Context: an optimization exercise on an open-source flow, tuned for small area. The choices shown serve that exercise and are no tape-out recipe.
Only simulation tests tie the RTL to the original design; equivalence was not proved.
Power and IR drop assume default switching activity.

## build 23
// top
module top
  (
	input osc_clk,
	input rst,
	input [63:0] tune,
	output [7:0] MYLED,
	output TX_NCO,
	input  RFIn,
	output RFOut,
	output MOSI_I,
	input MISO_I,
	output SCK_I,
	output SSEL_I,
	output MOSI_Q,
	input MISO_Q,
	output SCK_Q,
	output SSEL_Q,
	output PWMOut
	);
  reg [11:0] count;
  always @(posedge osc_clk)
    count <= rst ? 12'd0 : count + 12'd1;
  reg RFInR1, RFInR;
  always @(posedge osc_clk) begin
    RFInR1 <= RFIn;
    RFInR  <= RFInR1;
  end
  assign RFOut = RFInR1;
  wire [10:0] Pobs;
  nco_sig ncoGen (.clk(osc_clk), .rst(rst), .tune(tune), .Pobs(Pobs));
  wire sin_neg, cos_neg;
  wire [8:0] sin_mag, cos_mag;
  SinCos SinCos1 (.Clock(osc_clk), .Theta(Pobs[10:1]),
                  .sin_neg(sin_neg), .sin_mag(sin_mag),
                  .cos_neg(cos_neg), .cos_mag(cos_mag));
  assign TX_NCO = Pobs[0];
  assign MYLED[2] = sin_mag[4] ^ (sin_neg & (|sin_mag[3:0]));
  assign MYLED[1] = sin_neg & (|sin_mag);
  assign MYLED[7:6] = 2'b01;
  assign MYLED[3] = 1'b1;
  assign MYLED[0] = 1'b1;
  wire [2:0] dump = {count == 12'd4095, count == 12'd4094, count == 12'd4093};
  wire sI, sQ, wrI, wrQ, stI, stQ;
  wire ploI, phiI, pfI, altI, ploQ, phiQ, pfQ, altQ;
  comb_ctl ctlI (.clk(osc_clk), .rst(rst), .start(stI), .cnt(count[5:0]),
                 .plo(ploI), .phi(phiI), .pfirst(pfI), .alt(altI));
  comb_ctl ctlQ (.clk(osc_clk), .rst(rst), .start(stQ), .cnt(count[5:0]),
                 .plo(ploQ), .phi(phiQ), .pfirst(pfQ), .alt(altQ));
  cic_ch CIC_I (.clk(osc_clk), .sgn(RFInR ^ sin_neg), .mag(sin_mag), .dump(dump),
                .plo(ploI), .phi(phiI), .pfirst(pfI), .alt(altI), .c5(sI));
  cic_ch CIC_Q (.clk(osc_clk), .sgn(RFInR ^ cos_neg), .mag(cos_mag), .dump(dump),
                .plo(ploQ), .phi(phiQ), .pfirst(pfQ), .alt(altQ), .c5(sQ));
  wire [31:0] accl, Iout;
  wire [11:0] acch;
  Hilbert Hilbert (.clk(osc_clk), .rst(rst), .count(count), .sI(sI), .sQ(sQ),
  ...
Size: about 86 I/O pins.
export LEC_CHECK = 0
export ABC_AREA = 1
export CAP_MARGIN = 20
export CORE_MARGIN = 2
export CORE_UTILIZATION = 62
export CTS_CLUSTER_DIAMETER = 120
export CTS_CLUSTER_SIZE = 28
export SLEW_MARGIN = 20
create_clock -name core_clock -period 15.4 [get_ports {osc_clk}]
run.sh (not shown) runs the stock make flow with config.mk's settings and CLKGATE_MAP_FILE= SYNTH_SCRIPT=/design/flow/synth_recipe.tcl, a recipe that flattens the netlist after the stock synthesis.
Build 23: done, clean on timing, DRC and antenna
[inputs] build 88 vs build 23
--- a/flow/config.mk
+++ b/flow/config.mk
@@ -10,5 +10,6 @@
 export CORE_MARGIN = 2
-export CORE_UTILIZATION = 62
-export CTS_CLUSTER_DIAMETER = 120
-export CTS_CLUSTER_SIZE = 28
+export CORE_UTILIZATION = 60
+export CTS_BUF_LIST = sky130_fd_sc_hd__clkbuf_8
+export CTS_CLUSTER_DIAMETER = 100
+export CTS_CLUSTER_SIZE = 16
 export SLEW_MARGIN = 20
Notes after the runs:
The number of clock buffers in the layout in build 88 is 1.7 times that in build 23. Build 88 vs. build 23: total power divided by cell area moved down, post-route total power now sits lower.
Inputs modified between build 88 and build 65:
--- a/flow/config.mk
+++ b/flow/config.mk
@@ -11,5 +11,5 @@
 export CORE_UTILIZATION = 60
-export CTS_BUF_LIST = sky130_fd_sc_hd__clkbuf_8
-export CTS_CLUSTER_DIAMETER = 100
-export CTS_CLUSTER_SIZE = 16
+export CTS_BUF_LIST = sky130_fd_sc_hd__clkbuf_8 sky130_fd_sc_hd__clkbuf_16
+export CTS_CLUSTER_DIAMETER = 150
+export CTS_CLUSTER_SIZE = 28
 export SLEW_MARGIN = 20
==> run notes <==
The number of iterations in the first detailed-routing pass in build 65 was lower than what build 88 gave. Build 65 vs. build 88: layout filler cell count down 71; time the final worst path needs with I/O delays and setup up 0.21 ns. Total internal power on build 65 is up relative to build 88. Clock network area share delta (build 88 -> build 65): insignificant. Comparing build 65 with build 88, the share of the final layout cell area in sequential cells came out essentially unchanged. Compare build 65 and build 88 | number of global-route vias before repair higher: build 88. Build 65: full flow OK, the timing, design-rule and antenna checks passed. Delta (build 65 minus build 88): highest achievable clock rate now sits lower, via count now sits lower.
## Diff of input files: build 31 against build 65
--- a/flow/config.mk
+++ b/flow/config.mk
@@ -11,5 +11,4 @@
 export CORE_UTILIZATION = 60
-export CTS_BUF_LIST = sky130_fd_sc_hd__clkbuf_8 sky130_fd_sc_hd__clkbuf_16
 export CTS_CLUSTER_DIAMETER = 150
-export CTS_CLUSTER_SIZE = 28
+export CTS_CLUSTER_SIZE = 29
 export SLEW_MARGIN = 20
==> comparison <==
Build 31 has less setup slack than build 65. Taking build 65 as the reference, in build 31 worst slew slack as a fraction of its limit held; flop-to-flop setup slack shows an increase of 0.03 ns.
Here is what was changed in the inputs of build 67 compared with build 31.
--- a/flow/config.mk
+++ b/flow/config.mk
@@ -12,3 +12,3 @@
 export CTS_CLUSTER_DIAMETER = 150
-export CTS_CLUSTER_SIZE = 29
+export CTS_CLUSTER_SIZE = 28
 export SLEW_MARGIN = 20
### Flow results
Clock-buffer cell count of build 67 exceeds that of build 31 by a few percent.
Summary of build 67 over build 31: sequential cell area share shows no meaningful change; core utilization held steady.

-- separate check: timing with driven ports --
Ports are ideal in the flow. The routed layouts listed here were re-timed in OpenROAD. Step 1 (the two cells are an assumption about what drives the block):
set clk [get_ports {osc_clk}]
set_driving_cell -lib_cell sky130_fd_sc_hd__clkbuf_16 $clk
set_driving_cell -lib_cell sky130_fd_sc_hd__buf_2 [delete_from_list [all_inputs] $clk]
Step 2, shift: input delay + t, output delay - t, t = (earliest + latest rising clock arrival at the registers) / 2. This alone moves slack from input paths to output paths. Slacks: ideal / step 1 / step 2; pairs: ideal / step 1.
run	t (ns)	setup WS [ns]	worst setup path at the end	worst slew at a driven data input, ns
build 23	0.908	0.362 / 0.414 / -0.494	input to register	0.06
build 88	1.084	0.609 / 0.665 / -0.419	input to register	0.21
build 65	0.922	0.395 / 0.452 / -0.471	input to register	0.26
build 31	0.907	0.386 / 0.447 / -0.461	input to register	0.21
build 67	0.922	0.395 / 0.452 / -0.470	input to register	0.26
With both steps, setup timing fails in every run listed, where it was met with ideal ports. The setup slack of build 88, which loses most, moves by +0.056 ns with the drivers and by -1.028 ns with both steps.
